Background: an optimization exercise with open tools, aiming at small area, a short achievable clock period and few clock cycles. Do not read the settings as production practice. RTL that was checked went through simulation tests only; none was proved equivalent to the original. No functional check of the RTL was part of runs 2 to 8.

--- flow/run.sh ---
#!/bin/bash
# Own layout flow: the standard layout (standard.sh) with two changes.
#  1. Synthesis runs the standard flow's synthesis script with ABC mapping for area
#     (flow/synth.tcl, flow/area.abc); registers come out as in the standard
#     synthesis, only the logic between them is mapped differently.
#  2. Port buffers are sky130_fd_sc_hd__buf_2 cells (buffer_ports -buffer_cell).
# Every step's full log is in orfs/logs/; make's own output is in flow_make.log.
set -euo pipefail
W=$(pwd)
export OWN_ABC_SCRIPT=$W/flow/area.abc
export OWN_ABC_D=22000
export BUFFER_PORTS_ARGS="-buffer_cell sky130_fd_sc_hd__buf_2"
sed "s#SYNTH_SCRIPT=[^ ]*#SYNTH_SCRIPT=$W/flow/synth.tcl#" standard.sh > own_standard.sh
grep -q "SYNTH_SCRIPT=$W/flow/synth.tcl" own_standard.sh
bash own_standard.sh > flow_make.log 2>&1
test -s out/final.def
--- flow/area.abc ---
strash
dc2
dch
map -a
strash
dc2
dch
map -a
strash
dc2
dch
map -a
topo
stime -c
buffer -c
upsize -c
dnsize -c
--- flow/synth.tcl ---
# The standard flow's synthesis script (synth_recipe.tcl) unchanged, except that ABC maps
# the logic with the script in $OWN_ABC_SCRIPT (delay target $OWN_ABC_D ps)
# in place of ORFS's abc_speed / abc_area script.
proc synth {args} { yosys synth -nofsm -noshare {*}$args }
proc abc {args} {
  set i [lsearch -exact $args -script]
  if {$i >= 0} { lset args [expr {$i + 1}] $::env(OWN_ABC_SCRIPT) }
  set i [lsearch -exact $args -D]
  if {$i >= 0} { set args [lreplace $args $i [expr {$i + 1}]] }
  if {[info exists ::env(OWN_ABC_D)]} { lappend args -D $::env(OWN_ABC_D) }
  yosys abc {*}$args
}
source $::env(SCRIPTS_DIR)/synth.tcl
# left out here: clear keep_hierarchy, flatten, clean up, hide names made inside functions, write 1_2_yosys.v
--- standard.sh ---
#!/bin/bash
# synth_recipe.tcl (not shown) runs the flow's synth.tcl, then flattens the netlist and writes it again
# the make line also repeats each setting of config.mk as NAME=value (left out here)
make -C /OpenROAD-flow-scripts/flow DESIGN_CONFIG=/design/flow/config.mk WORK_HOME=/design/flow/orfs CLKGATE_MAP_FILE= SYNTH_SCRIPT=/design/flow/synth_recipe.tcl "${@:-finish}"
--- config.mk ---
export PLATFORM = sky130hd
export DESIGN_NAME = accelerator_interface
export DESIGN_NICKNAME = accelerator_interface
export VERILOG_FILES = /design/flow/design.v
export SDC_FILE = /design/flow/constraint.sdc
export NUM_CORES = 4
export LEC_CHECK = 0
export CAP_MARGIN = 20
export CORE_MARGIN = 2
export CORE_UTILIZATION = 40
export CTS_BUF_LIST = sky130_fd_sc_hd__clkbuf_8 sky130_fd_sc_hd__clkbuf_16
export SLEW_MARGIN = 20
--- constraint.sdc ---
create_clock -name core_clock -period 120.0 [get_ports {clk}]
set_input_delay 24.0000 -clock core_clock [delete_from_list [all_inputs] [get_ports {clk}]]
set_output_delay 24.0000 -clock core_clock [all_outputs]
set_load 0.01 [all_outputs]
--- design.v ---
module modulo #(parameter DATA_WIDTH = 8, parameter NRIP = 0)(
  input  logic [DATA_WIDTH-1:0] hi,
  input  logic [DATA_WIDTH-1:0] lo,
  input  logic [DATA_WIDTH-1:0] modulant,
  output logic [DATA_WIDTH-1:0] out
);
logic [DATA_WIDTH-1:0] r [0:DATA_WIDTH];
assign r[0] = hi;
genvar i;
generate
  for (i = 0; i < DATA_WIDTH; i++) begin : g_step
    logic [DATA_WIDTH:0]   d;
    assign d = {r[i], lo[DATA_WIDTH-1-i]};
    if (i < DATA_WIDTH - NRIP) begin : g_fast
      logic [DATA_WIDTH+1:0] t;
      assign t = {1'b0, d} - {2'b00, modulant};
      assign r[i+1] = t[DATA_WIDTH+1] ? d[DATA_WIDTH-1:0] : t[DATA_WIDTH-1:0];
    end else begin : g_ripple
      logic [DATA_WIDTH+1:0] bw;
      logic [DATA_WIDTH:0]   df, mm;
      assign mm = {1'b0, modulant};
      assign bw[0] = 1'b0;
      for (genvar k = 0; k <= DATA_WIDTH; k++) begin : g_bit
        assign df[k]   = d[k] ^ mm[k] ^ bw[k];
        assign bw[k+1] = (~d[k] & mm[k]) | (~(d[k] ^ mm[k]) & bw[k]);
      end
      assign r[i+1] = bw[DATA_WIDTH+1] ? d[DATA_WIDTH-1:0] : df[DATA_WIDTH-1:0];
    end
  end
endgenerate
assign out = r[DATA_WIDTH];
endmodule
module multiplicator #(parameter DATA_WIDTH = 8)(
  input  logic [DATA_WIDTH-1:0]   x,
  input  logic [DATA_WIDTH-1:0]   y,
  input  logic [DATA_WIDTH-1:0]   z,
  input  logic                    cin,
  output logic [2*DATA_WIDTH-1:0] out
);
localparam int W = DATA_WIDTH;
logic [W-1:0] s [0:W-1];    
logic [W-1:0] c [0:W-1];    
genvar k, j;
generate
  for (k = 0; k < W; k++) begin : g_row
    for (j = 0; j < W; j++) begin : g_col
      logic p, u, v;
      assign p = x[j] & y[k];
      if (k == 0) begin : g_first
        assign u = z[j];
        assign v = (j == 0) ? cin : 1'b0;
      end else begin : g_next
        assign u = (j == W-1) ? 1'b0 : s[k-1][j+1];
        assign v = c[k-1][j];
      end
      assign s[k][j] = p ^ u ^ v;
      assign c[k][j] = (p & u) | (v & (p ^ u));
    end
    assign out[k] = s[k][0];
  end
endgenerate
logic [W:0]   fc;
logic [W-1:0] fa;
assign fa = {1'b0, s[W-1][W-1:1]};
assign fc[0] = 1'b0;
for (genvar q = 0; q < W; q++) begin : g_fin
  assign out[W+q] = fa[q] ^ c[W-1][q] ^ fc[q];
  assign fc[q+1]  = (fa[q] & c[W-1][q]) | (fc[q] & (fa[q] ^ c[W-1][q]));
end
endmodule
module accelerator_interface #(parameter DATA_WIDTH = 8)(
  input  logic [DATA_WIDTH-1:0] a,
  input  logic [DATA_WIDTH-1:0] b,
  input  logic [DATA_WIDTH-1:0] modulant,
  input  logic                  start,
  input  logic [2:0]            control,
  input  logic                  clk,
  output logic [DATA_WIDTH-1:0] result,
  output logic                  finished
);
logic [7:0] a_r;     
logic [7:0] e_r;     
logic [7:0] m_r;     
logic [7:0] r;       
logic [2:0] j;       
logic       fin;
logic f_add, f_sub, f_div1, f_div2, f_mul;
logic f_sq;          
logic f_mula;        
logic f_e0;          
always_ff @(posedge clk) begin
  a_r <= a;
  e_r <= b;
  m_r <= modulant;
end
logic [2:0] lead;    
always_comb begin
  lead = 3'd0;
  for (int k = 0; k < 8; k++)
    if (e_r[k]) lead = k[2:0];
end
logic [2:0] nidx;    
logic       nbit;
assign nidx = (f_e0 ? lead : j) - 3'd1;
assign nbit = e_r[nidx];
logic [7:0]  y_op, z_op;
logic [15:0] prod;
logic [7:0]  hi;
logic [7:0]  red;
assign y_op = ({8{f_mula}} & a_r)
            | ({8{f_mul}}  & e_r)
            | ({8{f_sq}}   & r)
            | {7'd0, f_add | f_sub | f_div1};
assign z_op = ({8{f_add | f_div2}} & e_r) | ({8{f_sub}} & ~e_r);
multiplicator #(.DATA_WIDTH(8)) u_mul (.x(r), .y(y_op), .z(z_op), .cin(f_sub), .out(prod));
assign hi = f_div2 ? r
          : f_sub  ? (prod[8] ? 8'd0 : {m_r[7:1], 1'b0})
          :          prod[15:8];
modulo #(.DATA_WIDTH(8)) u_red (.hi(hi), .lo(prod[7:0]), .modulant(m_r), .out(red));
logic e_small;       
logic sq_last;       
assign e_small = f_e0 & (lead == 3'd0);
assign sq_last = (nidx == 3'd0) & ~nbit;
always_ff @(posedge clk) begin
  if (start) begin
    r      <= (control == 3'b011) ? 8'd1 : a;
    fin    <= (control == 3'b011);
    f_add  <= (control == 3'b000);
    f_sub  <= (control == 3'b001);
    f_div1 <= (control == 3'b010);
    f_div2 <= 1'b0;
    f_mul  <= (control == 3'b100);
    f_sq   <= (control == 3'b101);
    f_e0   <= (control == 3'b101);
    f_mula <= 1'b0;
  end else begin
    if (e_small) begin
      if (!e_r[0]) r <= 8'd1;         
    end else if (f_add | f_sub | f_div1 | f_div2 | f_mul | f_sq | f_mula)
      r <= red;
    if (f_add | f_sub | f_div2 | f_mul | e_small
        | (f_sq & sq_last) | (f_mula & (j == 3'd0)))
      fin <= 1'b1;
    if (f_sq) j <= nidx;
    f_add  <= 1'b0;
    f_sub  <= 1'b0;
    f_mul  <= 1'b0;
    f_div1 <= 1'b0;
    f_div2 <= f_div1;
    f_e0   <= 1'b0;
    f_sq   <= (f_sq & ~e_small & ~nbit & ~sq_last) | (f_mula & (j != 3'd0));
    f_mula <= f_sq & ~e_small & nbit;
  end
end
assign result   = r;
assign finished = fin;
endmodule
==> impl_metrics.env, run 1 <==
export IMPL_synth_top_area_share_pct=20.0
export IMPL_reg2reg_from="f_sub"
export IMPL_startpoint="start"
export IMPL_rows=46
export IMPL_drv_cap=0
export IMPL_initial_core_util_pct=40.7
export IMPL_synth_cell_area_sq_um=6410
export IMPL_cts_tree="built"
export IMPL_cp_num_buf_inv=3
export IMPL_period_needed_ps=25080
export IMPL_post_cts_resized=0
export IMPL_yosysTopAreaCell="fa_1"
export IMPL_slew_violations=0
export IMPL_antenna_found_initial=0
export IMPL_worstSetupEndpointType="flop"
export IMPL_cts_htree_levels=2
export IMPL_dr_total_vias=5324
export IMPL_yosysWarnings=6
export IMPL_root_buffer="clkbuf_16"
export IMPL_crit_type="input port to flop"
export IMPL_yosysSeqAreaShare_pct=15.6
export IMPL_dp_hpwl_um=12300
export IMPL_ys_seq_elements=44
export IMPL_ant_nets=0
export IMPL_yosysUniqueCellTypes=50
export IMPL_synth_cells=828
export IMPL_routabilityCongestion=0.845
export IMPL_insertion_delay_ps=300
export IMPL_fmax_mhz=39.9
export IMPL_drt_iter0_markers=364
export IMPL_overflow=0
export IMPL_period_share_pct=20.9
export IMPL_post_cts_setup_buffers=0
export IMPL_nFillCells=1675
export IMPL_synthFlopType="dfxtp_1"
export IMPL_drt_pass1_iterations=4
export IMPL_grt_use_total_pct=18.1
export IMPL_status="timing/DRC/antenna clean"
export IMPL_worstSetupStartpointType="input port"
export IMPL_hold_class="flop to flop"
export IMPL_crit_slowest_cell="a31oi_1"
export IMPL_most_common_layout_cells="nand2_1 (146), inv_1 (132), nor2_1 (90), ha_1 (81), o21ai_0 (66)"
export IMPL_critPathTopFamily="compound AO/OA/AOI/OAI gates"
export IMPL_synth_area_leaders="fa_1 (20%), ha_1 (16%), dfxtp_1 (10%), nand2_1 (8.5%), inv_1 (7.7%)"
export IMPL_cp_num_cells=5
export IMPL_coreArea_sq_um=15800
export IMPL_cts_made_buffers=5
export IMPL_endpoint="r[0]"
export IMPL_clock_skew_ps=7.71
export IMPL_grt_pass1_wl_um=24600
export IMPL_async_reset_ff_share_pct=0
export IMPL_via_per_inst=4.93
export IMPL_synth_edf_count=12
export IMPL_rrSetupSlack_ps=96010
export IMPL_clock_path_buffers=2
export IMPL_final_setup_tns_ps=0
export IMPL_final_common_cell="nand2_1"
export IMPL_design_die_area_sq_um=17100
export IMPL_drc=0
export IMPL_cpPeakStageDelay_ps=540
export IMPL_tightest_slew_ps=797
export IMPL_synth_nets=1002
export IMPL_final_hold_violation_count=0
export IMPL_drive_gt1_share_pct=8.34
export IMPL_setup_viol=0
export IMPL_wl_per_cell_um=13.5
export IMPL_antenna_cells=0
export IMPL_drt_total_wl_um=14500
export IMPL_syn2layout_area_growth_pct=9.03
export IMPL_finalNetCount=1036
export IMPL_slew_headroom_pct=46.9
export IMPL_grt_setup_unrepaired="no"
export IMPL_io_pins=38
export IMPL_cts_num_sinks=44
export IMPL_r2r_cells=111
export IMPL_cpMostUsedCell="inv_1"
export IMPL_grt_start_max_net_pins=16
export IMPL_clkTransAtPathRegs_ps=70
export IMPL_grt_pass1_vias=5090
export IMPL_fp_dieW_um=131
export IMPL_die_y_um=131
export IMPL_cp_arrival_ps=25130
export IMPL_syn_avg_cell_area_sq_um=7.74
export IMPL_worstPathRequired_ps=120050
export IMPL_r2r_end="r[0]"
export IMPL_crit_fanout=8
export IMPL_cp_cell_sequence="buf_2 > inv_1 > a31oi_1 > inv_1 > o22a_1"
export IMPL_port_buffers=37
export IMPL_hold_buffers=0
layout make-up:
class                   instances  area (sq um)  area share (%)
clock buffers                   5           125            1.79
multi-input cells             637          4850            69.3
well taps                     216           270            3.87
flip-flops and latches         44          1000            14.3
repair buffers                 38           193            2.76
inverters                     136           510            7.30
clock inverters                 3          46.3           0.662
stage by stage:
stage | cells | worst slack [ps] | hold WS (ps) | util (%) | instance area (sq um)
2_1_floorplan | 828 | 95050 | 428 | - | 6410
3_5_place_dp | 1071 | 94590 | 496 | 43.2 | 6820
5_1_grt | 1079 | 93560 | 537 | 44.3 | 6990
6_report | 1079 | 94920 | 514 | 44.3 | 6990
3_3_place_gp | 1071 | 94590 | 504 | 43.2 | 6820
4_1_cts | 1079 | 94890 | 513 | 44.3 | 6990
cells by family (layout without fill, tap and decap cells):
family | after synthesis | after routing | synth area share [%]
flip-flops | 44 | 44 | 15.6
AND/OR/NAND/NOR | 270 | 270 | 17.2
buffers and inverters | 147 | 182 | 8.82
multiplexers | 3 | 3 | 0.566
adder cells (fa/ha/maj) | 145 | 145 | 35.8
AO/OA/AOI/OAI | 181 | 181 | 16.9
XOR/XNOR | 38 | 38 | 5.19
synthesized netlist by cell type (4+ instances only):
cell and number:
a21oi_1 40, dfxtp_1 32, ha_1 81, o21ai_2 6
o21ai_0 66, nand2_1 146, o211ai_1 4, a22oi_1 6
o21ai_1 23, edfxtp_1 12, nor2_1 90, xnor2_1 7
nand3_1 10, buf_2 5, inv_1 132, nor3_1 7
a21o_1 7, xor2_1 31, fa_1 64, clkbuf_1 5
o21bai_1 13
sequential cells by signal, indices dropped and copies added, names as in the netlist:
signal  flops
f_sub       1
f_div1      1
f_mul       1
f_div2      1
f_e0        1
fin         1
r           8
f_mula      1
f_sq        1
m_r         8
f_add       1
a_r         8
e_r         8
j           3
how the worst min path moves through the flow:
stage,from,end,cells after the start
after global placement,f_div1,f_div2,2
after CTS,f_div1,f_div2,2
after global routing,f_div1,f_div2,2
after detailed placement,f_div1,f_div2,2
final,f_div1,f_div2,2
after floorplan,f_div1,f_div2,2
worst register-to-register path, delay by kind of cell (launching register included):
family,cells,cell delay (ps)
AO/OA/AOI/OAI,55,10810
multiplexers,1,390
AND/OR/NAND/NOR,13,1660
adder cells (fa/ha/maj),23,8470
buffers and inverters,19,2000
flip-flops,1,410
metal layers:
| metal | track usage (%) | wire (um) | up-vias |
|---|---|---|---|
| li1 | - | - | 2753 |
| met1 | 24.4 | 6940 | 2488 |
| met2 | 31.6 | 7020 | 70 |
| met3 | 1.67 | 393 | 13 |
| met4 | 4.32 | 188 | 0 |
| met5 | 0 | 0 | - |
Testbench counts, summed over its fixed seeds: cycles 8,036.
==> inputs of run 2 (changes only) <==
--- a/design.v
+++ b/design.v
@@ -1,4 +1,4 @@
-module modulo #(parameter DATA_WIDTH = 8, parameter NRIP = 0)(
+module modulo #(parameter DATA_WIDTH = 8, parameter NRIP = 1)(
   input  logic [DATA_WIDTH-1:0] hi,
   input  logic [DATA_WIDTH-1:0] lo,
   input  logic [DATA_WIDTH-1:0] modulant,
--- a/config.mk
+++ b/config.mk
@@ -8,5 +8,4 @@
 export CAP_MARGIN = 20
 export CORE_MARGIN = 2
 export CORE_UTILIZATION = 40
-export CTS_BUF_LIST = sky130_fd_sc_hd__clkbuf_8 sky130_fd_sc_hd__clkbuf_16
 export SLEW_MARGIN = 20
==> run 2 against run 1 <==
Compared with the run above:
- still clean on timing, DRC and antenna
- fmax shrank 0.90%
- highest routed layer unchanged
- synthesized cell count shrank 5.0%
- setup slack lost 230 ps
- sequential share of layout area grew 0.34 points
==> impl_metrics.env, run 2 <==
export IMPL_worstPathRequired_ps=120040
export IMPL_synth_most_common_cell="nand2_1"
export IMPL_yosysWarnings=6
export IMPL_wl_per_cell_um=13.9
export IMPL_netlist_top_cells_count="nand2_1 (132), inv_1 (118), nor2_1 (89)"
export IMPL_drv_cap=0
export IMPL_synth_cells=787
export IMPL_drt_total_wl_um=14400
export IMPL_cts_tree="built"
export IMPL_synth_area_leaders="fa_1 (22%), ha_1 (15%), dfxtp_1 (10%), nand2_1 (7.9%), inv_1 (7.1%)"
export IMPL_cts_made_buffers=5
export IMPL_synth_fa_ha_area_share_pct=37.1
export IMPL_antenna_found_initial=0
export IMPL_post_cts_setup_buffers=0
export IMPL_drive_gt1_share_pct=9.27
export IMPL_synth_top_area_share_pct=22.3
export IMPL_finalNetCount=992
export IMPL_final_setup_tns_ps=0
export IMPL_period_share_pct=21.1
export IMPL_final_hold_violation_count=0
export IMPL_synth_simple_area_share_pct=16.5
export IMPL_insertion_delay_ps=290
export IMPL_clock_skew_ps=5.40
export IMPL_cpPeakStageDelay_ps=600
export IMPL_status="timing/DRC/antenna clean"
export IMPL_fmax_mhz=39.5
export IMPL_fin_util_pct=44.8
export IMPL_hold_buffers=0
export IMPL_synthMuxAreaShare_pct=0.738
export IMPL_yosysTopAreaCell="fa_1"
export IMPL_rrSetupSlack_ps=94690
export IMPL_via_per_inst=4.98
export IMPL_crit_fanout=14
export IMPL_rows=45
export IMPL_synthFlopType="dfxtp_1"
export IMPL_clkTransAtPathRegs_ps=60
export IMPL_crit_type="flop to flop"
export IMPL_coreArea_sq_um=15300
export IMPL_period_needed_ps=25310
export IMPL_post_cts_resized=0
export IMPL_yosysSeqAreaShare_pct=16.0
export IMPL_yosys_area_share_xor_xnor_pct=4.75
export IMPL_fp_dieW_um=129
export IMPL_final_common_cell="nand2_1"
export IMPL_worstSetupStartpointType="flop"
export IMPL_io_pins=38
export IMPL_placed_area_sq_um=6660
export IMPL_routabilityCongestion=0.818
export IMPL_grt_use_total_pct=18.1
export IMPL_design_area_sq_um=6830
export IMPL_antenna_cells=0
export IMPL_syn_avg_cell_area_sq_um=7.97
export IMPL_drt_pass1_iterations=5
export IMPL_port_buffers=37
export IMPL_overflow=0
export IMPL_ys_seq_elements=44
export IMPL_synth_cell_area_sq_um=6270
export IMPL_synth_compound_area_share_pct=16.6
export IMPL_slew_violations=0
export IMPL_hold_class="flop to flop"
export IMPL_nFillCells=1568
export IMPL_dp_hpwl_um=12300
export IMPL_root_buffer="clkbuf_16"
export IMPL_grt_start_max_net_pins=16
export IMPL_slew_headroom_pct=46.8
export IMPL_drt_iter0_markers=204
export IMPL_synth_nets=960
export IMPL_most_common_layout_cells="nand2_1 (132), inv_1 (118), nor2_1 (89), ha_1 (74), fa_1 (70)"
export IMPL_yosysUniqueCellTypes=51
export IMPL_setup_viol=0
export IMPL_cts_htree_levels=2
export IMPL_async_reset_ff_share_pct=0
export IMPL_synth_top_family_by_area="adder cells"
export IMPL_worstSetupEndpointType="flop"
export IMPL_cpMostUsedCell="fa_1"
export IMPL_synth_edf_count=12
export IMPL_dr_total_vias=5133
export IMPL_design_die_area_sq_um=16700
export IMPL_tightest_slew_ps=794
export IMPL_grt_setup_unrepaired="no"
export IMPL_cp_arrival_ps=25350
export IMPL_die_y_um=129
export IMPL_crit_slowest_cell="a21oi_1"
export IMPL_initial_core_util_pct=41.1
export IMPL_drc=0
export IMPL_syn2layout_area_growth_pct=8.90
export IMPL_grt_pass1_vias=5112
export IMPL_cts_num_sinks=44
export IMPL_clock_path_buffers=2
export IMPL_ant_nets=0
export IMPL_grt_pass1_wl_um=24400
==> run 2: changes by cell type in the layout (fill, tap and decap cells not counted), moves of 4 or more <==
cell	before	now
ha_1	81	74
a21oi_2	3	7
inv_1	132	118
xor2_1	31	23
o21ai_1	23	16
nand2_1	146	132
o21ai_0	66	51
xnor2_1	7	11
a32o_1	0	6
fa_1	64	70
==> run 2: critical path, delay by kind of cell, from the launching register on <==
family | cells | cell delay (ps)
compound gates | 46 | 9630
fa+ha+maj | 29 | 10970
buf+inv | 12 | 1360
flops | 1 | 470
mux | 2 | 770
simple gates | 14 | 1790
==> run 2: cells by family (layout without fill, tap and decap cells) <==
| group | Yosys count | count (layout) |
|---|---|---|
| adder cells (fa/ha/maj) | 144 | 144 |
| AND/OR/NAND/NOR | 256 | 256 |
| buffers and inverters | 136 | 169 |
| AO/OA/AOI/OAI | 169 | 169 |
| flip-flops | 44 | 44 |
| multiplexers | 4 | 4 |
| XOR/XNOR | 34 | 34 |
==> run 2: path summary, 6_finish.rpt <==
| check | from | end | cells after the start |
|---|---|---|---|
| max | r[0] | r[6] | 103 |
| max reg2reg | r[0] | r[6] | 103 |
| min | f_div1 | f_div2 | 2 |
| min reg2reg | f_div1 | f_div2 | 2 |
==> run 2: metal layers <==
| metal | track usage, % | up-vias | share of wire, % |
|---|---|---|---|
| met1 | 25.8 | 2404 | 48 |
| li1 | - | 2630 | - |
| met5 | 0 | - | 0 |
| met3 | 1.94 | 13 | 4.0 |
| met4 | 3.07 | 0 | 1.1 |
| met2 | 30.2 | 86 | 47 |
==> run 2: stage by stage <==
step	hold WS, ps	std cells	setup slack, ps
5_1_grt	489	1031	92410
4_1_cts	462	1031	94510
6_report	460	1031	94690
2_1_floorplan	424	787	95040
3_3_place_gp	476	1023	94680
3_5_place_dp	449	1023	94580
==> run 2: cell type report <==
cell class,instances,area [sq um],share of cell area [%]
clock buffer,6,150,2.20
clock inverter,2,16.3,0.238
inverter,123,462,6.76
multi-input combinational,607,4740,69.5
sequential,44,1000,14.7
tap,211,264,3.87
timing repair buffer,38,193,2.82
==> inputs of run 3 (changes only) <==
--- a/flow/run.sh
+++ b/flow/run.sh
@@ -9,6 +9,7 @@
 W=$(pwd)
 export OWN_ABC_SCRIPT=$W/flow/area.abc
 export OWN_ABC_D=22000
+export SETUP_SLACK_MARGIN=94.9
 export BUFFER_PORTS_ARGS="-buffer_cell sky130_fd_sc_hd__buf_2"
 sed "s#SYNTH_SCRIPT=[^ ]*#SYNTH_SCRIPT=$W/flow/synth.tcl#" standard.sh > own_standard.sh
 grep -q "SYNTH_SCRIPT=$W/flow/synth.tcl" own_standard.sh
==> run 3 against run 2 <==
Compared with the run above:
- count of clock-buffer cells in the layout unchanged
- flip-flop and latch count unchanged
- non-clock buffer count increased by 20
- critical endpoint is now result[4]
- global-route usage unchanged
- worst hold slack about the same
- still clean
- clock skew about the same
- register-to-register slack improved by 2000 ps
- sequential share of layout area decreased by 0.43 points
==> impl_metrics.env, run 3 <==
export IMPL_ys_seq_elements=44
export IMPL_synth_cell_area_sq_um=6270
export IMPL_initial_core_util_pct=41.1
export IMPL_cp_arrival_ps=1030
export IMPL_drive_gt1_share_pct=11.9
export IMPL_cp_num_buf_inv=1
export IMPL_die_y_um=129
export IMPL_cts_tree="built"
export IMPL_async_reset_ff_share_pct=0
export IMPL_hold_class="flop to flop"
export IMPL_cts_htree_levels=2
export IMPL_grt_pass1_vias=5121
export IMPL_io_pins=38
export IMPL_cp_cell_sequence="buf_2"
export IMPL_root_buffer="clkbuf_16"
export IMPL_tightest_slew_ps=788
export IMPL_slew_violations=0
export IMPL_drt_total_wl_um=14700
export IMPL_synth_top_area_share_pct=22.3
export IMPL_yosysWarnings=6
export IMPL_synth_top_family_by_area="adder cells"
export IMPL_status="timing/DRC/antenna clean"
export IMPL_most_common_layout_cells="nand2_1 (132), inv_1 (117), nor2_1 (89), ha_1 (74), fa_1 (70)"
export IMPL_r2r_cells=106
export IMPL_crit_fanout=6
export IMPL_period_share_pct=20.9
export IMPL_routabilityCongestion=0.818
export IMPL_drc=0
export IMPL_final_seq_area_sq_um=1000
export IMPL_clock_skew_ps=5.40
export IMPL_crit_slowest_cell="edfxtp_1"
export IMPL_critPathTopFamily="flip-flops"
export IMPL_antenna_cells=0
export IMPL_synth_edf_count=12
export IMPL_drt_pass1_iterations=5
export IMPL_synth_compound_area_share_pct=16.6
export IMPL_antenna_found_initial=0
export IMPL_drv_cap=0
export IMPL_clkTransAtPathRegs_ps=60
export IMPL_synthMuxAreaShare_pct=0.738
export IMPL_fmax_mhz=39.9
export IMPL_final_hold_violation_count=0
export IMPL_yosysUniqueCellTypes=51
export IMPL_yosysSeqAreaShare_pct=16.0
export IMPL_multi_input_area_sq_um=4800
export IMPL_worstHoldPathCells=2
export IMPL_rows=45
export IMPL_final_setup_tns_ps=0
export IMPL_final_cells=1051
export IMPL_netlist_top_cells_count="nand2_1 (132), inv_1 (118), nor2_1 (89)"
export IMPL_synthFlopType="dfxtp_1"
export IMPL_grt_use_total_pct=18.1
export IMPL_slew_headroom_pct=47.3
export IMPL_syn2layout_area_growth_pct=12.2
export IMPL_clock_path_buffers=2
export IMPL_grt_setup_unrepaired="no"
export IMPL_nFillCells=1557
export IMPL_cts_made_buffers=5
export IMPL_cp_num_cells=1
export IMPL_dr_total_vias=5228
export IMPL_cpPeakStageDelay_ps=540
export IMPL_finalNetCount=1012
export IMPL_design_die_area_sq_um=16700
export IMPL_via_per_inst=4.97
export IMPL_drt_iter0_markers=209
export IMPL_overflow=0
export IMPL_fp_dieW_um=129
export IMPL_worstPathRequired_ps=96000
export IMPL_grt_pass1_wl_um=24400
export IMPL_period_needed_ps=25030
export IMPL_synth_most_common_cell="nand2_1"
export IMPL_setup_viol=0
export IMPL_final_common_cell="nand2_1"
export IMPL_coreArea_sq_um=15300
export IMPL_port_buffers=37
export IMPL_ant_nets=0
export IMPL_synth_cells=787
export IMPL_dp_hpwl_um=12300
export IMPL_yosysTopAreaCell="fa_1"
export IMPL_worstSetupStartpointType="flop"
export IMPL_syn_avg_cell_area_sq_um=7.97
export IMPL_crit_type="flop to output port"
export IMPL_cts_num_sinks=44
export IMPL_place_inst=1023
export IMPL_synth_fa_ha_area_share_pct=37.1
export IMPL_yosys_area_share_xor_xnor_pct=4.75
export IMPL_insertion_delay_ps=290
export IMPL_synth_area_leaders="fa_1 (22%), ha_1 (15%), dfxtp_1 (10%), nand2_1 (7.9%), inv_1 (7.1%)"
export IMPL_wl_per_cell_um=14.0
export IMPL_grt_start_max_net_pins=16
export IMPL_worstSetupEndpointType="output port"
export IMPL_synth_simple_area_share_pct=16.5
export IMPL_synth_nets=960
run 3: cell counts after synthesis:
Identical to the previous run, type by type.
run 3: kinds of logic after synthesis:
family / count (synthesis)
fa+ha+maj: 144
simple gates: 256
flops: 44
xor+xnor: 34
compound gates: 169
mux: 4
buf+inv: 136
run 3: final timing paths:
check / from / end / slack [ps]
worst min-delay path: f_div1 / f_div2 / 460
worst max register to register: r[0] / r[3] / 96650
worst max-delay path: r[4] / result[4] / 94970
worst min register to register: f_div1 / f_div2 / 460
run 3: what timing repair did:
| action | CTS | global route |
|---|---|---|
| resized for setup | 2 | 12 |
| buffers inserted | 0 | 20 |
| hold endpoints to repair | 0 | 0 |
| setup endpoints to repair | 8 | 9 |
| pin swaps | 0 | 6 |
| hold buffers | 0 | 0 |
run 3: stage by stage:
step	hold WS [ps]	util, %	worst slack, ps	instance area (sq um)
after floorplan	424	-	95040	6270
after global placement	476	43.7	94680	6660
after detailed placement	449	43.7	94580	6660
after CTS	462	44.8	94920	6840
after global routing	489	46.1	94890	7040
final	460	46.1	94970	7040
run 3: final cells by class:
class | instances | area share (%)
Clock inverter | 2 | 0.231
Clock buffer | 6 | 2.13
Inverter | 123 | 6.56
Multi-Input combinational cell | 607 | 68.2
Tap cell | 211 | 3.75
Timing Repair Buffer | 58 | 4.87
Sequential cell | 44 | 14.2
run 3: routing by layer:
layer	GRT usage (%)	up-vias	share of wire, %
met5	0	-	0
met4	3.07	0	0.75
met3	1.94	10	3.4
met2	30.2	89	48
met1	25.8	2456	48
li1	-	2673	-
==> inputs of run 4 (changes only) <==
--- a/flow/run.sh
+++ b/flow/run.sh
@@ -10,6 +10,7 @@
 export OWN_ABC_SCRIPT=$W/flow/area.abc
 export OWN_ABC_D=22000
 export SETUP_SLACK_MARGIN=94.9
+export SETUP_MOVE_SEQUENCE=sizeup,swap
 export BUFFER_PORTS_ARGS="-buffer_cell sky130_fd_sc_hd__buf_2"
 sed "s#SYNTH_SCRIPT=[^ ]*#SYNTH_SCRIPT=$W/flow/synth.tcl#" standard.sh > own_standard.sh
 grep -q "SYNTH_SCRIPT=$W/flow/synth.tcl" own_standard.sh
==> run 4 against run 3 <==
Compared with the run above:
- final cell count down 1.9%
- first-iteration DRC count increased by 9.6%
- global-route usage unchanged
- area after synthesis did not move
- via count shrank 1.9%
- setup slack lost 55 ps
- still clean on timing, DRC and antenna
==> impl_metrics.env, run 4 <==
export IMPL_crit_slowest_cell="edfxtp_1"
export IMPL_slew_violations=0
export IMPL_dp_hpwl_um=12300
export IMPL_status="timing/DRC/antenna clean"
export IMPL_final_setup_worst_slack_ps=94910
export IMPL_via_per_inst=4.98
export IMPL_die_y_um=129
export IMPL_grt_pass1_wl_um=24400
export IMPL_clock_path_buffers=2
export IMPL_most_common_layout_cells="nand2_1 (132), inv_1 (117), nor2_1 (89), ha_1 (74), fa_1 (70)"
export IMPL_synth_cells=787
export IMPL_period_needed_ps=25090
export IMPL_wl_per_cell_um=14.0
export IMPL_hold_class="flop to flop"
export IMPL_worstSetupStartpointType="flop"
export IMPL_dr_total_vias=5130
export IMPL_r2r_end="r[6]"
export IMPL_async_reset_ff_share_pct=0
export IMPL_overflow=0
export IMPL_reg2reg_from="r[0]"
export IMPL_cpPeakStageDelay_ps=590
export IMPL_cts_tree="built"
export IMPL_cp_arrival_ps=1090
export IMPL_setup_viol=0
export IMPL_cp_num_cells=1
export IMPL_cp_num_buf_inv=1
export IMPL_period_share_pct=20.9
export IMPL_ant_nets=0
export IMPL_grt_use_total_pct=18.1
export IMPL_yosysTopAreaCell="fa_1"
export IMPL_r2r_cells=108
export IMPL_initial_core_util_pct=41.1
export IMPL_synth_area_leaders="fa_1 (22%), ha_1 (15%), dfxtp_1 (10%), nand2_1 (7.9%), inv_1 (7.1%)"
export IMPL_grt_start_max_net_pins=16
export IMPL_yosysSeqAreaShare_pct=16.0
export IMPL_grt_pass1_vias=5121
export IMPL_insertion_delay_ps=290
export IMPL_port_buffers=37
export IMPL_finalNetCount=992
export IMPL_yosysWarnings=6
export IMPL_nFillCells=1559
export IMPL_cp_cell_sequence="buf_2"
export IMPL_design_die_area_sq_um=16700
export IMPL_synth_most_common_cell="nand2_1"
export IMPL_drt_iter0_markers=229
export IMPL_worstSetupEndpointType="output port"
export IMPL_coreArea_sq_um=15300
export IMPL_critPathTopFamily="flip-flops"
export IMPL_drc=0
export IMPL_synth_edf_count=12
export IMPL_cts_htree_levels=2
export IMPL_root_buffer="clkbuf_16"
export IMPL_crit_fanout=5
export IMPL_io_pins=38
export IMPL_syn_avg_cell_area_sq_um=7.97
export IMPL_rows=45
export IMPL_netlist_top_cells_count="nand2_1 (132), inv_1 (118), nor2_1 (89)"
export IMPL_routabilityCongestion=0.818
export IMPL_yosysUniqueCellTypes=51
export IMPL_final_common_cell="nand2_1"
export IMPL_final_hold_violation_count=0
export IMPL_hold_buffers=0
export IMPL_slew_headroom_pct=46.2
export IMPL_worstPathRequired_ps=96000
export IMPL_clock_skew_ps=5.15
export IMPL_final_setup_tns_ps=0
export IMPL_worstHoldPathCells=2
export IMPL_cts_made_buffers=5
export IMPL_drv_cap=0
export IMPL_fp_dieW_um=129
export IMPL_syn2layout_area_growth_pct=10.5
export IMPL_ys_seq_elements=44
export IMPL_tightest_slew_ps=803
export IMPL_synth_nets=960
export IMPL_clkTransAtPathRegs_ps=60
export IMPL_min_from="f_div1"
export IMPL_drt_pass1_iterations=5
export IMPL_cts_num_sinks=44
export IMPL_fmax_mhz=39.9
export IMPL_rrSetupSlack_ps=96660
export IMPL_crit_type="flop to output port"
export IMPL_synth_cell_area_sq_um=6270
export IMPL_drive_gt1_share_pct=10.6
export IMPL_pre_cts_ws_ps=94580
export IMPL_min_to="f_div2"
export IMPL_drt_total_wl_um=14500
export IMPL_grt_setup_unrepaired="yes"
export IMPL_antenna_cells=0
export IMPL_synth_top_area_share_pct=22.3
export IMPL_synthFlopType="dfxtp_1"
export IMPL_antenna_found_initial=0
==> run 4: cell counts after synthesis <==
Identical to the previous run, type by type.
==> run 4: layer usage <==
layer	part of all wire, %	GRT usage, %	wire, um	up-vias
li1	-	-	-	2629
met1	47	25.8	6780	2390
met2	48	30.2	6910	99
met3	4.4	1.94	639	12
met4	1.0	3.07	146	0
met5	0	0	0	-
==> run 4: layout make-up <==
type	count	area (sq um)	share of cell area [%]
well taps	211	264	3.81
inverters	123	462	6.66
repair buffers	38	193	2.78
clock inverters	2	16.3	0.235
flip-flops and latches	44	1000	14.4
clock buffers	6	150	2.17
multi-input cells	607	4850	69.9
==> run 4: kinds of logic after synthesis <==
kind of cell / synth area share [%]
AOI/OAI and AO/OA: 16.6
xor gates and xnor gates: 4.75
adders and majority gates: 37.1
buffers and inverters: 8.40
DFF: 16.0
muxes: 0.738
and+or+nand+nor: 16.5
==> run 4: repair_timing <==
| item | CTS | global route |
|---|---|---|
| pin swaps | 0 | 6 |
| gates resized for setup | 2 | 22 |
| endpoints found under the setup margin | 8 | 9 |
| buffers inserted | 0 | 0 |
==> run 4: worst max path at each step <==
stage	from	endpoint	slack, ps
floorplan	start	r[0]	95040
global placement	start	r[0]	94680
detailed placement	r[0]	r[3]	94580
CTS	r[0]	r[3]	94920
global route	r[0]	r[7]	94850
finish	r[5]	result[5]	94910
==> run 4: through the flow <==
step	utilization (%)	hold slack, ps	std cells	cell area (sq um)
global placement	43.7	476	1023	6660
detailed placement	43.7	449	1023	6660
finish	45.4	460	1031	6930
global route	45.4	489	1031	6930
CTS	44.8	462	1031	6840
floorplan	-	424	787	6270
==> inputs of run 5 (changes only) <==
--- a/design.v
+++ b/design.v
@@ -1,4 +1,4 @@
-module modulo #(parameter DATA_WIDTH = 8, parameter NRIP = 1)(
+module modulo #(parameter DATA_WIDTH = 8, parameter NRIP = 2)(
   input  logic [DATA_WIDTH-1:0] hi,
   input  logic [DATA_WIDTH-1:0] lo,
   input  logic [DATA_WIDTH-1:0] modulant,
--- a/flow/run.sh
+++ b/flow/run.sh
@@ -10,7 +10,6 @@
 export OWN_ABC_SCRIPT=$W/flow/area.abc
 export OWN_ABC_D=22000
 export SETUP_SLACK_MARGIN=94.9
-export SETUP_MOVE_SEQUENCE=sizeup,swap
 export BUFFER_PORTS_ARGS="-buffer_cell sky130_fd_sc_hd__buf_2"
 sed "s#SYNTH_SCRIPT=[^ ]*#SYNTH_SCRIPT=$W/flow/synth.tcl#" standard.sh > own_standard.sh
 grep -q "SYNTH_SCRIPT=$W/flow/synth.tcl" own_standard.sh
==> run 5 against run 4 <==
Compared with the run above:
- still clean on timing, DRC and antenna
- clock skew rose by 4.9 ps
- worst hold slack improved by 27 ps
- global-route usage rose by 0.83 points
- synthesized cell count fell by 2.0%
- register-to-register slack got worse by 260 ps
- cell area rose by 3.2%
- setup slack improved by 23 ps
==> impl_metrics.env, run 5 <==
export IMPL_status="timing/DRC/antenna clean"
export IMPL_cp_cell_sequence="buf_2"
export IMPL_fp_dieW_um=130
export IMPL_synth_cell_area_sq_um=6340
export IMPL_place_inst=1015
export IMPL_synth_area_leaders="fa_1 (24%), ha_1 (13%), dfxtp_1 (10%), nand2_1 (7.5%), inv_1 (7.0%)"
export IMPL_yosysTopAreaCell="fa_1"
export IMPL_cts_htree_levels=2
export IMPL_crit_type="flop to output port"
export IMPL_antenna_found_initial=0
export IMPL_grt_use_total_pct=18.9
export IMPL_grt_pass1_vias=5049
export IMPL_syn_avg_cell_area_sq_um=8.23
export IMPL_slew_violations=0
export IMPL_grt_setup_unrepaired="no"
export IMPL_cts_made_buffers=5
export IMPL_drc=0
export IMPL_clock_path_buffers=2
export IMPL_routabilityCongestion=0.860
export IMPL_via_per_inst=4.98
export IMPL_tightest_slew_ps=941
export IMPL_final_common_cell="nand2_1"
export IMPL_io_pins=38
export IMPL_worstPathRequired_ps=96000
export IMPL_root_buffer="clkbuf_16"
export IMPL_rows=46
export IMPL_drive_gt1_share_pct=16.1
export IMPL_cts_tree="built"
export IMPL_wl_per_cell_um=14.7
export IMPL_insertion_delay_ps=290
export IMPL_period_share_pct=20.9
export IMPL_design_area_sq_um=7160
export IMPL_drt_total_wl_um=15200
export IMPL_synth_edf_count=12
export IMPL_dr_total_vias=5179
export IMPL_period_needed_ps=25070
export IMPL_worstSetupStartpointType="flop"
export IMPL_die_y_um=130
export IMPL_async_reset_ff_share_pct=0
export IMPL_cp_num_buf_inv=1
export IMPL_worstSetupEndpointType="output port"
export IMPL_crit_slowest_cell="edfxtp_1"
export IMPL_antenna_cells=0
export IMPL_clkTransAtPathRegs_ps=70
export IMPL_final_cells=1040
export IMPL_grt_pass1_wl_um=25100
export IMPL_most_common_layout_cells="nand2_1 (123), inv_1 (118), nor2_1 (85), fa_1 (76), ha_1 (67)"
export IMPL_grt_start_max_net_pins=16
export IMPL_drt_iter0_markers=194
export IMPL_synth_nets=943
export IMPL_port_buffers=37
export IMPL_final_hold_violation_count=0
export IMPL_netlist_top_cells_count="nand2_1 (126), inv_1 (119), nor2_1 (86)"
export IMPL_overflow=0
export IMPL_synth_most_common_cell="nand2_1"
export IMPL_initial_core_util_pct=40.4
export IMPL_multi_input_area_sq_um=4930
export IMPL_placed_area_sq_um=6740
export IMPL_critPathTopFamily="flip-flops"
export IMPL_ys_seq_elements=44
export IMPL_yosysWarnings=6
export IMPL_syn2layout_area_growth_pct=12.8
export IMPL_cp_arrival_ps=1070
export IMPL_setup_viol=0
export IMPL_coreArea_sq_um=15700
export IMPL_cts_num_sinks=44
export IMPL_synth_top_area_share_pct=24.0
export IMPL_drv_cap=0
export IMPL_yosysSeqAreaShare_pct=15.8
export IMPL_synth_cells=771
export IMPL_hold_class="flop to flop"
export IMPL_yosysUniqueCellTypes=54
export IMPL_crit_fanout=6
export IMPL_nFillCells=1550
export IMPL_slew_headroom_pct=36.7
export IMPL_clock_skew_ps=10.1
export IMPL_ant_nets=0
export IMPL_dp_hpwl_um=12600
export IMPL_synthFlopType="dfxtp_1"
export IMPL_finalNetCount=995
export IMPL_design_die_area_sq_um=16900
export IMPL_drt_pass1_iterations=5
export IMPL_final_seq_area_sq_um=1000
export IMPL_fmax_mhz=39.9
export IMPL_final_setup_tns_ps=0
export IMPL_cpPeakStageDelay_ps=570
## run 5: per-layer routing
metal / vias to the layer above / global-route usage (%) / part of all wire (%)
met5: - / 0 / 0
met4: 0 / 4.36 / 1.4
met3: 15 / 1.93 / 3.8
met2: 104 / 31.7 / 48
met1: 2464 / 26.6 / 47
li1: 2596 / - / -
## run 5: cells by family after synthesis
| family | share of synthesized area (%) |
|---|---|
| buf+inv | 8.76 |
| flops | 15.8 |
| fa+ha+maj | 37.2 |
| simple gates | 18.2 |
| mux | 0.473 |
| xor+xnor | 4.14 |
| compound gates | 15.4 |
## run 5: per-stage QoR
| step | hold WS, ps | util, % | setup slack [ps] |
|---|---|---|---|
| 5_1_grt | 513 | 45.5 | 94870 |
| 6_report | 487 | 45.5 | 94930 |
| 3_3_place_gp | 511 | 42.9 | 94530 |
| 2_1_floorplan | 423 | - | 94910 |
| 3_5_place_dp | 482 | 42.9 | 94240 |
| 4_1_cts | 491 | 44.2 | 94930 |
## run 5: what timing repair did
item,4_1_cts,5_1_grt
endpoints found under the setup margin,16,17
setup buffers,3,14
gates resized for setup,8,30
hold buffers,0,0
pin swaps,1,6
endpoints found under the hold margin,0,0
## run 5: final cells by class
type	instances	area share (%)
inverter	127	6.87
sequential	44	14.0
clock inverter	2	0.157
multi-input combinational	590	68.9
clock buffer	6	1.80
tap	216	3.78
timing repair buffer	55	4.48
## run 5: path summary, 6_finish.rpt
kind	start	endpoint	slack (ps)	depth (start not counted)
min	f_div1	f_div2	490	2
min reg2reg	f_div1	f_div2	490	2
max	r[1]	result[1]	94930	1
max reg2reg	r[0]	r[3]	96400	109
==> inputs of run 6 (changes only) <==
--- a/flow/run.sh
+++ b/flow/run.sh
@@ -10,6 +10,7 @@
 export OWN_ABC_SCRIPT=$W/flow/area.abc
 export OWN_ABC_D=22000
 export SETUP_SLACK_MARGIN=94.9
+export SETUP_MOVE_SEQUENCE=sizeup,swap
 export BUFFER_PORTS_ARGS="-buffer_cell sky130_fd_sc_hd__buf_2"
 sed "s#SYNTH_SCRIPT=[^ ]*#SYNTH_SCRIPT=$W/flow/synth.tcl#" standard.sh > own_standard.sh
 grep -q "SYNTH_SCRIPT=$W/flow/synth.tcl" own_standard.sh
==> run 6 against run 5 <==
Compared with the run above:
- worst hold slack improved by 1.8 ps
- flip-flop and latch count unchanged
- count of clock-buffer cells in the layout unchanged
- largest cell class unchanged
==> impl_metrics.env, run 6 <==
export IMPL_antenna_found_initial=0
export IMPL_drt_total_wl_um=15100
export IMPL_clock_path_buffers=2
export IMPL_drc=0
export IMPL_initial_core_util_pct=40.4
export IMPL_cp_arrival_ps=1060
export IMPL_crit_type="flop to output port"
export IMPL_root_buffer="clkbuf_16"
export IMPL_fp_dieW_um=130
export IMPL_crit_slowest_cell="edfxtp_1"
export IMPL_drv_cap=0
export IMPL_rows=46
export IMPL_cts_htree_levels=2
export IMPL_drt_pass1_iterations=5
export IMPL_yosysTopAreaCell="fa_1"
export IMPL_overflow=0
export IMPL_grt_setup_unrepaired="no"
export IMPL_hold_class="flop to flop"
export IMPL_netlist_top_cells_count="nand2_1 (126), inv_1 (119), nor2_1 (86)"
export IMPL_dr_total_vias=5103
export IMPL_via_per_inst=4.99
export IMPL_synth_cell_area_sq_um=6340
export IMPL_final_common_cell="nand2_1"
export IMPL_ys_seq_elements=44
export IMPL_wl_per_cell_um=14.8
export IMPL_synth_nets=943
export IMPL_grt_use_total_pct=18.9
export IMPL_drt_iter0_markers=201
export IMPL_clkTransAtPathRegs_ps=70
export IMPL_cpPeakStageDelay_ps=570
export IMPL_tightest_slew_ps=958
export IMPL_setup_viol=0
export IMPL_yosysSeqAreaShare_pct=15.8
export IMPL_cp_cell_sequence="buf_2"
export IMPL_final_hold_violation_count=0
export IMPL_synth_most_common_cell="nand2_1"
export IMPL_most_common_layout_cells="nand2_1 (121), inv_1 (118), nor2_1 (85), fa_1 (69), ha_1 (67)"
export IMPL_fmax_mhz=39.9
export IMPL_design_die_area_sq_um=16900
export IMPL_grt_pass1_wl_um=25000
export IMPL_crit_fanout=6
export IMPL_synthFlopType="dfxtp_1"
export IMPL_grt_pass1_vias=5034
export IMPL_syn_avg_cell_area_sq_um=8.23
export IMPL_synth_cells=771
export IMPL_synth_top_area_share_pct=24.0
export IMPL_drive_gt1_share_pct=15.4
export IMPL_place_inst=1015
export IMPL_final_cells=1023
export IMPL_cts_tree="built"
export IMPL_synth_area_leaders="fa_1 (24%), ha_1 (13%), dfxtp_1 (10%), nand2_1 (7.5%), inv_1 (7.0%)"
export IMPL_period_needed_ps=25060
export IMPL_yosysUniqueCellTypes=54
export IMPL_hold_buffers=0
export IMPL_syn2layout_area_growth_pct=11.7
export IMPL_die_y_um=130
export IMPL_io_pins=38
export IMPL_worstSetupEndpointType="output port"
export IMPL_period_share_pct=20.9
export IMPL_yosysWarnings=6
export IMPL_clock_skew_ps=9.77
export IMPL_final_setup_tns_ps=0
export IMPL_coreArea_sq_um=15700
export IMPL_synth_edf_count=12
export IMPL_grt_start_max_net_pins=16
export IMPL_cp_num_buf_inv=1
export IMPL_cts_num_sinks=44
export IMPL_slew_violations=0
export IMPL_status="timing/DRC/antenna clean"
export IMPL_finalNetCount=978
export IMPL_async_reset_ff_share_pct=0
export IMPL_ant_nets=0
export IMPL_port_buffers=37
export IMPL_dp_hpwl_um=12600
export IMPL_antenna_cells=0
export IMPL_insertion_delay_ps=290
export IMPL_routabilityCongestion=0.860
export IMPL_cts_made_buffers=5
export IMPL_critPathTopFamily="flip-flops"
export IMPL_worstPathRequired_ps=96000
export IMPL_slew_headroom_pct=35.6
export IMPL_worstSetupStartpointType="flop"
run 6: cell counts after synthesis:
Identical to the previous run, type by type.
run 6: area by class of cell:
| cell class | instances | area (sq um) |
|---|---|---|
| tap | 216 | 270 |
| fill | 1550 | 8630 |
| sequential | 44 | 1000 |
| clock buffer | 6 | 129 |
| inverter | 127 | 492 |
| multi-input combinational | 590 | 4990 |
| clock inverter | 2 | 11.3 |
| timing repair buffer | 38 | 193 |
run 6: cells by family after synthesis:
| logic type | after synthesis | synth area share (%) |
|---|---|---|
| buffers and inverters | 137 | 8.76 |
| multiplexers | 3 | 0.473 |
| flip-flops | 44 | 15.8 |
| adder cells (fa/ha/maj) | 143 | 37.2 |
| XOR/XNOR | 30 | 4.14 |
| AO/OA/AOI/OAI | 150 | 15.4 |
| AND/OR/NAND/NOR | 264 | 18.2 |
run 6: path summary, 6_finish.rpt:
check / cells after the start / slack [ps] / end / from
setup reg to reg: 109 / 96320 / r[3] / r[0]
setup / recovery: 1 / 94940 / result[1] / r[1]
hold reg to reg: 2 / 490 / f_div2 / f_div1
hold / removal: 2 / 490 / f_div2 / f_div1
run 6: layer usage:
layer,vias up,part of all wire [%],global-route usage [%]
li1,2566,-,-
met1,2431,47,26.5
met2,92,48,31.5
met3,14,4.1,1.85
met4,0,1.4,4.36
met5,-,0,0
run 6: timing repair:
| action | 4_1_cts | 5_1_grt |
|---|---|---|
| endpoints found under the setup margin | 16 | 17 |
| pin swaps | 2 | 17 |
| buffers inserted | 0 | 0 |
| resized for setup | 10 | 41 |
run 6: stage by stage:
step	util, %	setup WS (ps)	hold slack (ps)	instance area [sq um]
floorplan	-	94910	423	6340
global placement	42.9	94530	511	6740
detailed placement	42.9	94240	482	6740
CTS	44.1	94930	491	6930
global route	45.1	94900	512	7090
finish	45.1	94940	489	7090
==> inputs of run 7 (changes only) <==
--- a/design.v
+++ b/design.v
@@ -1,4 +1,4 @@
-module modulo #(parameter DATA_WIDTH = 8, parameter NRIP = 2)(
+module modulo #(parameter DATA_WIDTH = 8, parameter NRIP = 4)(
   input  logic [DATA_WIDTH-1:0] hi,
   input  logic [DATA_WIDTH-1:0] lo,
   input  logic [DATA_WIDTH-1:0] modulant,
==> run 7 against run 6 <==
Compared with the run above:
- synthesized cell count fell by 6.1%
- non-clock buffer count fell by 1
- clock skew shrank 0.55 ps
- fmax decreased by 2.0%
- count of clock-buffer cells in the layout shrank 1
- critical path depth up 104
- cell area decreased by 2.2%
- sequential share of layout area increased by 0.37 points
- highest routed layer unchanged
- via count down 2.8%
- core utilization grew 2.2 points
- wire length is 0.67% higher
==> impl_metrics.env, run 7 <==
export IMPL_status="timing/DRC/antenna clean"
export IMPL_syn2layout_area_growth_pct=14.4
export IMPL_worstSetupStartpointType="flop"
export IMPL_cpMostUsedCell="fa_2"
export IMPL_synth_nets=894
export IMPL_antenna_cells=0
export IMPL_drc=0
export IMPL_port_buffers=37
export IMPL_cpPeakStageDelay_ps=560
export IMPL_io_pins=38
export IMPL_tightest_slew_ps=823
export IMPL_coreArea_sq_um=14600
export IMPL_clock_skew_ps=9.23
export IMPL_fmax_mhz=39.1
export IMPL_cts_made_buffers=5
export IMPL_cp_arrival_ps=25610
export IMPL_crit_type="flop to flop"
export IMPL_cts_tree="built"
export IMPL_clock_path_buffers=2
export IMPL_synth_edf_count=12
export IMPL_synth_most_common_cell="nand2_1"
export IMPL_cts_num_sinks=44
export IMPL_final_common_cell="nand2_1"
export IMPL_hold_class="flop to flop"
export IMPL_period_share_pct=21.3
export IMPL_grt_start_max_net_pins=17
export IMPL_synthFlopType="dfxtp_1"
export IMPL_drv_cap=0
export IMPL_grt_pass1_vias=5233
export IMPL_fp_dieW_um=127
export IMPL_rows=44
export IMPL_design_area_sq_um=6930
export IMPL_ys_seq_elements=44
export IMPL_yosysUniqueCellTypes=49
export IMPL_drt_total_wl_um=15200
export IMPL_ant_nets=0
export IMPL_slew_violations=0
export IMPL_grt_setup_unrepaired="yes"
export IMPL_worstSetupEndpointType="flop"
export IMPL_netlist_top_cells_count="nand2_1 (138), inv_1 (109), fa_1 (88)"
export IMPL_pre_cts_ws_ps=92880
export IMPL_critPathTopFamily="adder cells"
export IMPL_drt_iter0_markers=214
export IMPL_dp_hpwl_um=12600
export IMPL_nFillCells=1464
export IMPL_cts_htree_levels=2
export IMPL_via_per_inst=5.25
export IMPL_most_common_layout_cells="nand2_1 (136), inv_1 (97), nor2_1 (81), ha_1 (50), fa_1 (47)"
export IMPL_grt_use_total_pct=19.5
export IMPL_grt_pass1_wl_um=25300
export IMPL_finalNetCount=929
export IMPL_yosysSeqAreaShare_pct=16.5
export IMPL_overflow=0
export IMPL_cp_num_buf_inv=8
export IMPL_clkTransAtPathRegs_ps=70
export IMPL_final_hold_violation_count=0
export IMPL_die_y_um=127
export IMPL_rrSetupSlack_ps=94430
export IMPL_yosysTopAreaCell="fa_1"
export IMPL_final_setup_tns_ps=0
export IMPL_wl_per_cell_um=16.1
export IMPL_period_needed_ps=25570
export IMPL_initial_core_util_pct=41.4
export IMPL_worstPathRequired_ps=120040
export IMPL_insertion_delay_ps=290
export IMPL_synth_cell_area_sq_um=6060
export IMPL_yosysWarnings=6
export IMPL_async_reset_ff_share_pct=0
export IMPL_synth_area_leaders="fa_1 (29%), ha_1 (11%), dfxtp_1 (11%), nand2_1 (8.5%), inv_1 (6.8%)"
export IMPL_setup_viol=0
export IMPL_synth_top_area_share_pct=29.1
export IMPL_dr_total_vias=4958
export IMPL_crit_slowest_cell="fa_2"
export IMPL_final_setup_worst_slack_ps=94430
export IMPL_drt_pass1_iterations=5
export IMPL_drive_gt1_share_pct=21.3
export IMPL_syn_avg_cell_area_sq_um=8.37
export IMPL_antenna_found_initial=0
export IMPL_design_die_area_sq_um=16100
export IMPL_placed_area_sq_um=6540
export IMPL_slew_headroom_pct=44.9
export IMPL_synth_cells=724
export IMPL_routabilityCongestion=0.912
export IMPL_root_buffer="clkbuf_16"
export IMPL_crit_fanout=14
[run 7: changes by cell type after synthesis, moves of 4 or more]
| cell | change |
|---|---|
| a31oi_1 | +4 |
| fa_1 | +12 |
| ha_1 | -14 |
| inv_1 | -10 |
| nand2_1 | +12 |
| nand2_2 | -11 |
| o21a_1 | +4 |
| o21ai_0 | -9 |
| o21ai_1 | -5 |
| o21bai_1 | -7 |
| xor2_1 | -11 |
[run 7: what timing repair did]
item,4_1_cts,5_1_grt
hold buffers,0,0
endpoints found under the setup margin,8,8
setup buffers,0,0
pin swaps,41,58
resized for setup,47,31
[run 7: final timing paths]
check / cells past startpoint / end / start
max: 105 / r[6] / r[0]
min: 2 / f_div2 / f_div1
max reg2reg: 105 / r[6] / r[0]
min reg2reg: 2 / f_div2 / f_div1
[run 7: metal layers]
metal / routed length [um] / track usage, % / vias up / part of all wire (%)
li1: - / - / 2393 / -
met1: 6830 / 25.6 / 2445 / 45
met2: 7510 / 34.3 / 104 / 49
met3: 700 / 3.10 / 16 / 4.6
met4: 182 / 4.14 / 0 / 1.2
met5: 0 / 0 / - / 0
[run 7: area by class of cell]
type / count / area, sq um / share of cell area [%]
well taps: 184 / 230 / 3.32
inverters: 117 / 459 / 6.63
multi-input cells: 554 / 4880 / 70.4
clock inverters: 3 / 46.3 / 0.668
flip-flops and latches: 44 / 1010 / 14.5
clock buffers: 5 / 125 / 1.81
repair buffers: 37 / 185 / 2.67
[run 7: tightest hold or removal path, cell delays in order (launching register included)]
cell and delay, ps:
dfxtp_1 300, inv_1 110, nor2_1 60
[run 7: stage by stage]
stage,cells,util (%),hold slack [ps]
3_5_place_dp,936,44.7,497
2_1_floorplan,724,-,427
6_report,944,47.3,498
5_1_grt,944,47.3,538
4_1_cts,944,46.7,507
3_3_place_gp,936,44.7,496
[run 7: kinds of logic after synthesis]
family | Yosys count | share of synthesized area [%]
flip-flops | 44 | 16.5
adder cells (fa/ha/maj) | 141 | 40.0
XOR/XNOR | 21 | 3.04
multiplexers | 6 | 1.07
AO/OA/AOI/OAI | 130 | 14.3
AND/OR/NAND/NOR | 256 | 17.0
buffers and inverters | 126 | 8.03
==> inputs of run 8 (changes only) <==
--- a/design.v
+++ b/design.v
@@ -1,4 +1,4 @@
-module modulo #(parameter DATA_WIDTH = 8, parameter NRIP = 4)(
+module modulo #(parameter DATA_WIDTH = 8, parameter NRIP = 8)(
   input  logic [DATA_WIDTH-1:0] hi,
   input  logic [DATA_WIDTH-1:0] lo,
   input  logic [DATA_WIDTH-1:0] modulant,
==> run 8 against run 7 <==
Compared with the run above:
- still clean on timing, DRC and antenna
- fmax fell by 13%
- non-clock buffer count rose by 1
- first-iteration DRC count fell by 12%
- highest routed layer unchanged
==> impl_metrics.env, run 8 <==
export IMPL_status="timing/DRC/antenna clean"
export IMPL_drive_gt1_share_pct=24.5
export IMPL_port_buffers=37
export IMPL_hold_buffers=0
export IMPL_cp_num_buf_inv=10
export IMPL_rows=43
export IMPL_yosysTopAreaCell="fa_1"
export IMPL_min_from="f_div1"
export IMPL_crit_slowest_cell="fa_2"
export IMPL_antenna_found_initial=0
export IMPL_period_share_pct=24.4
export IMPL_async_reset_ff_share_pct=0
export IMPL_synth_most_common_cell="nand2_1"
export IMPL_ant_nets=0
export IMPL_coreArea_sq_um=13800
export IMPL_grt_use_total_pct=20.3
export IMPL_worstSetupEndpointType="flop"
export IMPL_io_pins=38
export IMPL_synth_nets=775
export IMPL_synthFlopType="dfxtp_1"
export IMPL_crit_type="flop to flop"
export IMPL_ys_seq_elements=44
export IMPL_drt_iter0_markers=188
export IMPL_final_setup_tns_ps=0
export IMPL_synth_cells=609
export IMPL_synth_top_area_share_pct=39.7
export IMPL_synth_area_leaders="fa_1 (40%), dfxtp_1 (11%), nand2_1 (8.3%), edfxtp_1 (6.4%), nor2_1 (6.0%)"
export IMPL_final_hold_violation_count=0
export IMPL_min_to="f_div2"
export IMPL_fin_util_pct=46.8
export IMPL_design_area_sq_um=6450
export IMPL_dp_hpwl_um=11500
export IMPL_drt_total_wl_um=13700
export IMPL_slew_headroom_pct=40.6
export IMPL_overflow=0
export IMPL_synth_cell_area_sq_um=5590
export IMPL_crit_fanout=13
export IMPL_cts_num_sinks=44
export IMPL_placed_area_sq_um=6210
export IMPL_r2r_cells=113
export IMPL_critPathTopFamily="adder cells"
export IMPL_routabilityCongestion=0.849
export IMPL_most_common_layout_cells="nand2_1 (123), nor2_1 (83), inv_1 (68), fa_2 (63), fa_1 (48)"
export IMPL_drv_cap=0
export IMPL_grt_pass1_vias=4704
export IMPL_setup_viol=0
export IMPL_clkTransAtPathRegs_ps=70
export IMPL_fmax_mhz=34.2
export IMPL_worstHoldPathCells=2
export IMPL_hold_ws_ps=488
export IMPL_yosysWarnings=6
export IMPL_cpPeakStageDelay_ps=540
export IMPL_yosysSeqAreaShare_pct=17.9
export IMPL_cts_tree="built"
export IMPL_cts_htree_levels=2
export IMPL_die_y_um=122
export IMPL_wl_per_cell_um=16.5
export IMPL_clock_skew_ps=10.3
export IMPL_syn_avg_cell_area_sq_um=9.18
export IMPL_drc=0
export IMPL_cp_arrival_ps=29280
export IMPL_final_common_cell="nand2_1"
export IMPL_slew_violations=0
export IMPL_tightest_slew_ps=890
export IMPL_grt_start_max_net_pins=16
export IMPL_synth_edf_count=12
export IMPL_yosysUniqueCellTypes=42
export IMPL_cts_made_buffers=5
export IMPL_syn2layout_area_growth_pct=15.3
export IMPL_r2r_end="r[2]"
export IMPL_finalNetCount=813
export IMPL_root_buffer="clkbuf_16"
export IMPL_antenna_cells=0
export IMPL_worstSetupStartpointType="flop"
export IMPL_rrSetupSlack_ps=90760
export IMPL_netlist_top_cells_count="nand2_1 (124), fa_1 (111), nor2_1 (90)"
export IMPL_worstPathRequired_ps=120040
export IMPL_hold_class="flop to flop"
export IMPL_design_die_area_sq_um=14900
export IMPL_period_needed_ps=29240
export IMPL_drt_pass1_iterations=4
export IMPL_insertion_delay_ps=300
export IMPL_grt_pass1_wl_um=23400
export IMPL_clock_path_buffers=2
export IMPL_cpMostUsedCell="fa_2"
export IMPL_dr_total_vias=4278
export IMPL_initial_core_util_pct=40.6
export IMPL_via_per_inst=5.17
export IMPL_grt_setup_unrepaired="yes"
export IMPL_nFillCells=1348
export IMPL_reg2reg_from="f_sub"
export IMPL_fp_dieW_um=122
## run 8: timing repair
action | CTS | global route
setup endpoints to repair | 8 | 11
gates resized for setup | 15 | 6
buffers inserted | 0 | 0
pin swaps | 10 | 2
## run 8: per-stage QoR
stage	worst slack [ps]	instances
after floorplan	91810	609
after global routing	89630	828
after detailed placement	89890	820
final	90760	828
after global placement	90330	820
after CTS	90610	828
## run 8: layer usage
layer,global-route usage [%],share of wire [%],vias to the layer above
li1,-,-,2039
met4,4.81,1.5,0
met3,3.11,4.6,16
met5,0,0,-
met2,32.5,47,84
met1,29.2,47,2139
## run 8: worst min-delay path, stage by stage, from the launching register on
cell and delay [ps]:
dfxtp_1 340, inv_1 70, nor2_1 40
## run 8: kinds of logic after synthesis
family / count (synthesis) / share of synthesized area, %
AO/OA/AOI/OAI: 89 / 11.3
flip-flops: 44 / 17.9
XOR/XNOR: 3 / 0.470
buffers and inverters: 90 / 6.53
AND/OR/NAND/NOR: 239 / 17.0
adder cells (fa/ha/maj): 137 / 45.6
multiplexers: 7 / 1.25
## run 8: layout make-up
| type | count | area, sq um | share of cell area [%] |
|---|---|---|---|
| well taps | 180 | 225 | 3.49 |
| clock inverters | 3 | 45.0 | 0.699 |
| multi-input cells | 475 | 4530 | 70.3 |
| clock buffers | 5 | 125 | 1.94 |
| flip-flops and latches | 44 | 1000 | 15.5 |
| inverters | 83 | 327 | 5.07 |
| repair buffers | 38 | 193 | 2.99 |
## run 8: worst max-delay path by stage
| stage | slack (ps) | to | from | depth (start not counted) |
|---|---|---|---|---|
| finish | 90760 | r[2] | f_sub | 113 |
| global route | 89630 | r[2] | r[0] | 113 |
| CTS | 90610 | r[2] | r[0] | 113 |
| detailed placement | 89890 | r[7] | f_sub | 113 |
| global placement | 90330 | r[7] | f_sub | 113 |
| floorplan | 91810 | r[3] | r[0] | 114 |

-- afterwards: timing with drivers on the ports --
No port has a modelled driver above. Below, the same layouts with a new extraction and two added sets of constraints. Step 1 sets driving cells, clkbuf_16 on the clock port and buf_2 on the other inputs (assumed; they add their load-dependent delay and slew). Step 2 also shifts input and output timing later by t, the mid clock arrival at the registers, as if the neighbouring blocks saw the same clock. Three values: no drivers, after step 1, after step 2; two values: the first two.
run	shift t [ns]	setup WS [ns]	worst hold slack (ns)	worst setup path after step 2	latest minus earliest clock arrival (ns)
run 1	0.332	94.919 / 94.938 / 94.608	0.514 / 0.514 / 0.514	input to register	0.011 / 0.012
run 2	0.315	94.690 / 94.690 / 94.670	0.460 / 0.460 / 0.460	input to register	0.005 / 0.006
run 3	0.315	94.966 / 94.934 / 94.708	0.460 / 0.460 / 0.460	input to register	0.006 / 0.006
run 4	0.315	94.911 / 94.879 / 94.698	0.460 / 0.460 / 0.460	input to register	0.005 / 0.005
run 5	0.324	94.934 / 94.896 / 94.702	0.487 / 0.487 / 0.487	input to register	0.010 / 0.010
run 6	0.324	94.938 / 94.900 / 94.702	0.489 / 0.489 / 0.489	input to register	0.010 / 0.010
run 7	0.324	94.432 / 94.432 / 94.432	0.498 / 0.498 / 0.498	register to register	0.011 / 0.011
run 8	0.329	90.763 / 90.763 / 90.763	0.488 / 0.488 / 0.488	register to register	0.010 / 0.010
After both steps every run listed still meets setup and hold. For run 1, which loses most, drivers alone change the setup slack by +0.019 ns; drivers and shift together by -0.311 ns.
